Background: an optimization exercise with open tools, aiming at small area. Do not read the settings as production practice.
In this exercise RTL edits were held to simulation tests only and were not proved equivalent to the original.
The flow treats the clock pin as an ideal source. Dropping or thinning the clock tree relies on that and would not hold on a real chip.

==> flow/design.v <==
`default_nettype none
module top (
  input  logic hz100, reset,
  input  logic [19:0] pb,
  output logic [6:0] ss7, ss6, ss5, ss4, ss3, ss2, ss1, ss0
);
  logic [1:0] delay;
  logic [4:0] key;
  logic act;
  assign act = delay[0] & ~delay[1];
  assign key[0] = pb[19]|pb[17]|pb[15]|pb[13]|pb[11]|pb[9]|pb[7]|pb[5]|pb[3]|pb[1];
  assign key[1] = pb[19]|pb[18]|pb[15]|pb[14]|pb[11]|pb[10]|pb[7]|pb[6]|pb[3]|pb[2];
  assign key[2] = pb[15]|pb[14]|pb[13]|pb[12]|pb[7]|pb[6]|pb[5]|pb[4];
  assign key[3] = pb[15]|pb[14]|pb[13]|pb[12]|pb[11]|pb[10]|pb[9]|pb[8];
  assign key[4] = pb[19]|pb[18]|pb[17]|pb[16];
  logic k_digit, k_eq, k_back, k_op;
  assign k_digit = act & ~key[4];
  assign k_eq    = act & key[4] & (key[3:0] == 4'd0);
  assign k_back  = act & key[4] & (key[3:0] == 4'd1);
  assign k_op    = act & key[4] & (key[3:1] == 3'd1);
  logic [31:0] current, save, data;
  logic sub, show, saved;
  localparam int LOW = 6;
  logic w_eq, w_cp;
  assign w_eq = k_eq;
  assign w_cp = k_op & ~show;
  logic [31:0] a, b, sum, save_next;
  logic [32:0] c;
  logic s;
  assign s = sub & w_eq;
  assign a = {save[31:LOW] & {(32-LOW){saved & ~w_cp}}, save[LOW-1:0] & {LOW{saved}}};
  assign b = {(current[31:LOW] ^ {(32-LOW){s}}) & {(32-LOW){w_eq | w_cp}},
              current[LOW-1:0] ^ {LOW{sub}}};
  genvar i;
  for (i = 0; i < 32; i = i + 1) begin : g_add
    logic cin;
    if (i == 0)
      assign cin = sub;
    else if (i == LOW)
      assign cin = c[i] & w_eq;
    else
      assign cin = c[i];
    assign sum[i] = a[i] ^ b[i] ^ cin;
    assign c[i+1] = (a[i] & b[i]) | (a[i] & cin) | (b[i] & cin);
  end
  assign save_next = {sum[31:LOW],
                      w_eq ? sum[LOW-1:0] : w_cp ? current[LOW-1:0] : save[LOW-1:0]};
  always_ff @(posedge hz100)
    save <= save_next;
  logic sel_l, sel_r, sel_n, sel_h;
  logic [31:0] cur_next;
  assign sel_l = k_digit & ~show & (current[31:28] == 4'b0);
  assign sel_r = k_back & ~show;
  assign sel_n = (k_digit | k_op) & show;
  assign sel_h = ~(sel_l | sel_r | sel_n);
  assign cur_next = ({32{sel_h}} & current)
                  | ({32{sel_l}} & {current[27:0], key[3:0]})
                  | ({32{sel_r}} & {4'b0, current[31:4]})
                  | ({32{sel_n & k_digit}} & {28'b0, key[3:0]});
  always_ff @(posedge hz100, posedge reset) begin
    if (reset)
      delay <= 2'b00;
    else
      delay <= {delay[0], |pb};
  end
  always_ff @(posedge hz100, posedge reset) begin
    if (reset) begin
      current <= 32'b0;
      saved <= 1'b0;
      sub <= 1'b0;
      show <= 1'b0;
    end else begin
      current <= cur_next;
      if (k_eq | (k_op & ~show))
        saved <= 1'b1;
      if (k_op)
        sub <= key[0];
      if (k_digit)
        show <= 1'b0;
      else if (k_eq | k_op)
        show <= 1'b1;
    end
  end
  assign data = show ? save : current;
  logic [7:0] nz;
  logic [7:0] blank;
  for (i = 0; i < 8; i = i + 1) begin : g_nz
    assign nz[i] = |data[4*i+3:4*i];
  end
  assign blank[7] = 1'b1;
  for (i = 0; i < 7; i = i + 1) begin : g_blank
    assign blank[i] = (i == 0) ? 1'b0 : blank[i+1] & ~nz[i+1];
  end
  ssdec s0(.in(data[3:0]),   .out(ss0), .blank(blank[0]));
  ssdec s1(.in(data[7:4]),   .out(ss1), .blank(blank[1]));
  ssdec s2(.in(data[11:8]),  .out(ss2), .blank(blank[2]));
  ssdec s3(.in(data[15:12]), .out(ss3), .blank(blank[3]));
  ssdec s4(.in(data[19:16]), .out(ss4), .blank(blank[4]));
  ssdec s5(.in(data[23:20]), .out(ss5), .blank(blank[5]));
  ssdec s6(.in(data[27:24]), .out(ss6), .blank(blank[6]));
  ssdec s7(.in(data[31:28]), .out(ss7), .blank(blank[7]));
endmodule
module ssdec(input logic [3:0] in,
             input logic blank,
             output logic [6:0] out);
  logic n00, n01, n02, n03, n04, n05, n06, n07, n08, n09;
  logic n10, n11, n12, n13, n14, n15, n16, n17, n18;
  assign n00 = ~(in[2] | blank);
  assign n01 = ~(in[1] | in[3] | n00);
  assign n02 = ~in[1];
  assign n03 = ~(n02 | in[2]);
  assign n04 = ~(in[0] | n01 | n03);
  assign n05 = ~in[3];
  assign n06 = ~((n05 | in[2]) & in[1]);
  assign n07 = ~in[2];
  assign n08 = ~(in[1] | n07);
  assign n09 = ~((n03 | n08) & in[0]);
  assign n10 = ~((in[0] | n06) & n09);
  assign out[3] = n04 | n10;
  assign n11 = ~(n05 | n07);
  assign n12 = ~(n05 & n08);
  assign n13 = ~((n05 | n08) & n12);
  assign n14 = ~(n04 | n13);
  assign n15 = ~((n02 | n05) & in[0]);
  assign out[2] = ~((n11 | n14) & n15);
  assign n16 = ~((in[0] | n01) & n15);
  assign out[5] = ~n14;
  assign n17 = ~(out[5] & n16);
  assign out[1] = (n08 | n16) & (n07 | n17);
  assign out[0] = ~(n06 & n17);
  assign out[6] = n10 | n13;
  assign n18 = ~n15;
  assign out[4] = ~((n05 | n07) & (n01 | n18));
endmodule
clock: 15.0 ns
lec_check: 0
cap_margin: 20
core_margin: 2
core_utilization: 60
place_density: 0.75
slew_margin: 20
standard.sh (not shown) runs the stock make flow with config.mk's settings and CLKGATE_MAP_FILE= SYNTH_SCRIPT=/design/flow/synth_recipe.tcl, a recipe that flattens the netlist after the stock synthesis.
==> flow/flow/run.sh <==
#!/bin/bash
# Own layout flow: the standard flow, with an area-oriented synthesis
# mapping (ABC script in flow/abc_area.script, full adders only, no half
# adders), the smallest buffer on the ports, and in place of the clock
# tree 4 clock buffers that each drive a group of registers (clk_post.tcl).
set -euo pipefail
work=$(pwd)
{
  echo "proc abc {args} {"
  echo "  set i [lsearch -exact \$args -script]"
  echo "  if {\$i >= 0} { lset args [expr {\$i + 1}] $work/flow/abc_area.script }"
  echo "  yosys abc {*}\$args"
  echo "}"
  echo "proc extract_fa {args} { yosys extract_fa -fa }"
  cat synth_recipe.tcl
} > own_synth.tcl
export POST_CTS_TCL=$work/flow/clk_post.tcl
bash standard.sh SYNTH_SCRIPT=$work/own_synth.tcl \
  "BUFFER_PORTS_ARGS=-buffer_cell sky130_fd_sc_hd__buf_1" \
  "CTS_ARGS=-sink_clustering_enable -repair_clock_nets -dont_use_dummy_load -buf_list sky130_fd_sc_hd__clkbuf_8 -root_buf sky130_fd_sc_hd__clkbuf_8 -sink_clustering_size 30 -sink_clustering_max_diameter 200" \
  finish > flow_make.log 2>&1
Other scripts of this flow, unchanged in this note and not shown: flow/flow/abc_area.script, flow/flow/clk_post.tcl
Next try:
--- a/flow/flow/run.sh
+++ b/flow/flow/run.sh
@@ -17,5 +17,8 @@
 export POST_CTS_TCL=$work/flow/clk_post.tcl
-bash standard.sh SYNTH_SCRIPT=$work/own_synth.tcl \
-  "BUFFER_PORTS_ARGS=-buffer_cell sky130_fd_sc_hd__buf_1" \
-  "CTS_ARGS=-sink_clustering_enable -repair_clock_nets -dont_use_dummy_load -buf_list sky130_fd_sc_hd__clkbuf_8 -root_buf sky130_fd_sc_hd__clkbuf_8 -sink_clustering_size 30 -sink_clustering_max_diameter 200" \
-  finish > flow_make.log 2>&1
+args=(SYNTH_SCRIPT=$work/own_synth.tcl
+  "BUFFER_PORTS_ARGS=-buffer_cell sky130_fd_sc_hd__buf_1"
+  "CTS_ARGS=-sink_clustering_enable -repair_clock_nets -dont_use_dummy_load -buf_list sky130_fd_sc_hd__clkbuf_8 -root_buf sky130_fd_sc_hd__clkbuf_8 -sink_clustering_size 30 -sink_clustering_max_diameter 200")
+# The floorplan's timing repair only has wire-load estimates, which are far
+# too pessimistic here; leave the repair to the later steps.
+bash standard.sh "${args[@]}" SETUP_SLACK_MARGIN=-3 floorplan > flow_make_floorplan.log 2>&1
+bash standard.sh "${args[@]}" finish > flow_make.log 2>&1
Outcome: First-iteration DRC count climbs by 36%; via count grows by 8.2%; sequential cell count is unchanged; die area stays the same; cell count climbs by 4.5%; worst hold slack improved by 0.012 ns.
In every run of this note, the design's own scripts or RTL, not TritonCTS, make the clock network.

* * *

top, a different RTL version from the one above (not shown whole).
For scale: about 590 cells after synthesis, ~4500 sq um of cells after synthesis.
// top
module top (
  input  logic hz100, reset,
  input  logic [19:0] pb,
  output logic [6:0] ss7, ss6, ss5, ss4, ss3, ss2, ss1, ss0
);
export LEC_CHECK = 0
export CAP_MARGIN = 20
export CORE_MARGIN = 2
export CORE_UTILIZATION = 60
export PLACE_DENSITY = 0.75
export SLEW_MARGIN = 20
create_clock -name core_clock -period 15.0 [get_ports {hz100}]
==> flow/flow/run.sh <==
#!/bin/bash
# Own layout flow: the standard flow, with an area-oriented synthesis
# mapping (ABC script in flow/abc_area.script, full adders only, no half
# adders), the smallest buffer on the ports, and in place of the clock
# tree 4 clock buffers that each drive a group of registers (clk_post.tcl).
set -euo pipefail
work=$(pwd)
{
  echo "proc abc {args} {"
  echo "  set i [lsearch -exact \$args -script]"
  echo "  if {\$i >= 0} { lset args [expr {\$i + 1}] $work/flow/abc_area.script }"
  echo "  yosys abc {*}\$args"
  echo "}"
  echo "proc extract_fa {args} { yosys extract_fa -fa }"
  cat synth_recipe.tcl
} > own_synth.tcl
export POST_CTS_TCL=$work/flow/clk_post.tcl
bash standard.sh SYNTH_SCRIPT=$work/own_synth.tcl \
  "BUFFER_PORTS_ARGS=-buffer_cell sky130_fd_sc_hd__buf_1" \
  "CTS_ARGS=-sink_clustering_enable -repair_clock_nets -dont_use_dummy_load -buf_list sky130_fd_sc_hd__clkbuf_8 -root_buf sky130_fd_sc_hd__clkbuf_8 -sink_clustering_size 30 -sink_clustering_max_diameter 200" \
  finish > flow_make.log 2>&1
Other scripts of this flow, unchanged in this note and not shown: flow/flow/abc_area.script, flow/flow/clk_post.tcl
Next try:
Settings changed: CAP_MARGIN 20 to 5, CORE_UTILIZATION 60 to 75, PLACE_DENSITY 0.75 to 0.85, SLEW_MARGIN 20 to 5.
The changed run produced a clean layout.
Flip-flop and latch count does not change.
Die area went down by 19%.
Hold slack hardly moves.
Critical path depth went down by 2.
Design area went down by 0.34%.
Fmax stays flat.
No run of this note takes its clock network from TritonCTS; it comes from the design's own scripts or RTL.

re-timing with driven ports:
The flow's constraints put no driver on any port. The routed layouts listed below were extracted and timed again, unchanged, in two steps.
Step 1 assumes that a clkbuf_16 drives the clock port and a buf_2 every other input.
Step 2 also shifts input and output timing later by t, the mid clock arrival at the registers, as if the neighbouring blocks saw the same clock.
Slacks: ideal / step 1 / step 2; pairs: ideal / step 1.
run | shift t [ns] | setup WS [ns] | hold slack, ns
the first run of note 1 | 0.222 | 0.355 / 0.395 / 0.174 | 0.390 / 0.390 / 0.390
the second run of note 1 | 0.222 | 0.336 / 0.379 / 0.157 | 0.402 / 0.402 / 0.402
the first run of note 2 | 0.221 | 0.368 / 0.410 / 0.189 | 0.407 / 0.407 / 0.407
the second run of note 2 | 0.224 | 0.363 / 0.407 / 0.183 | 0.405 / 0.405 / 0.405
After both steps setup and hold are still met in every run listed. The setup slack of the first run of note 1, which loses most, moves by +0.040 ns with the drivers and by -0.181 ns with both steps.
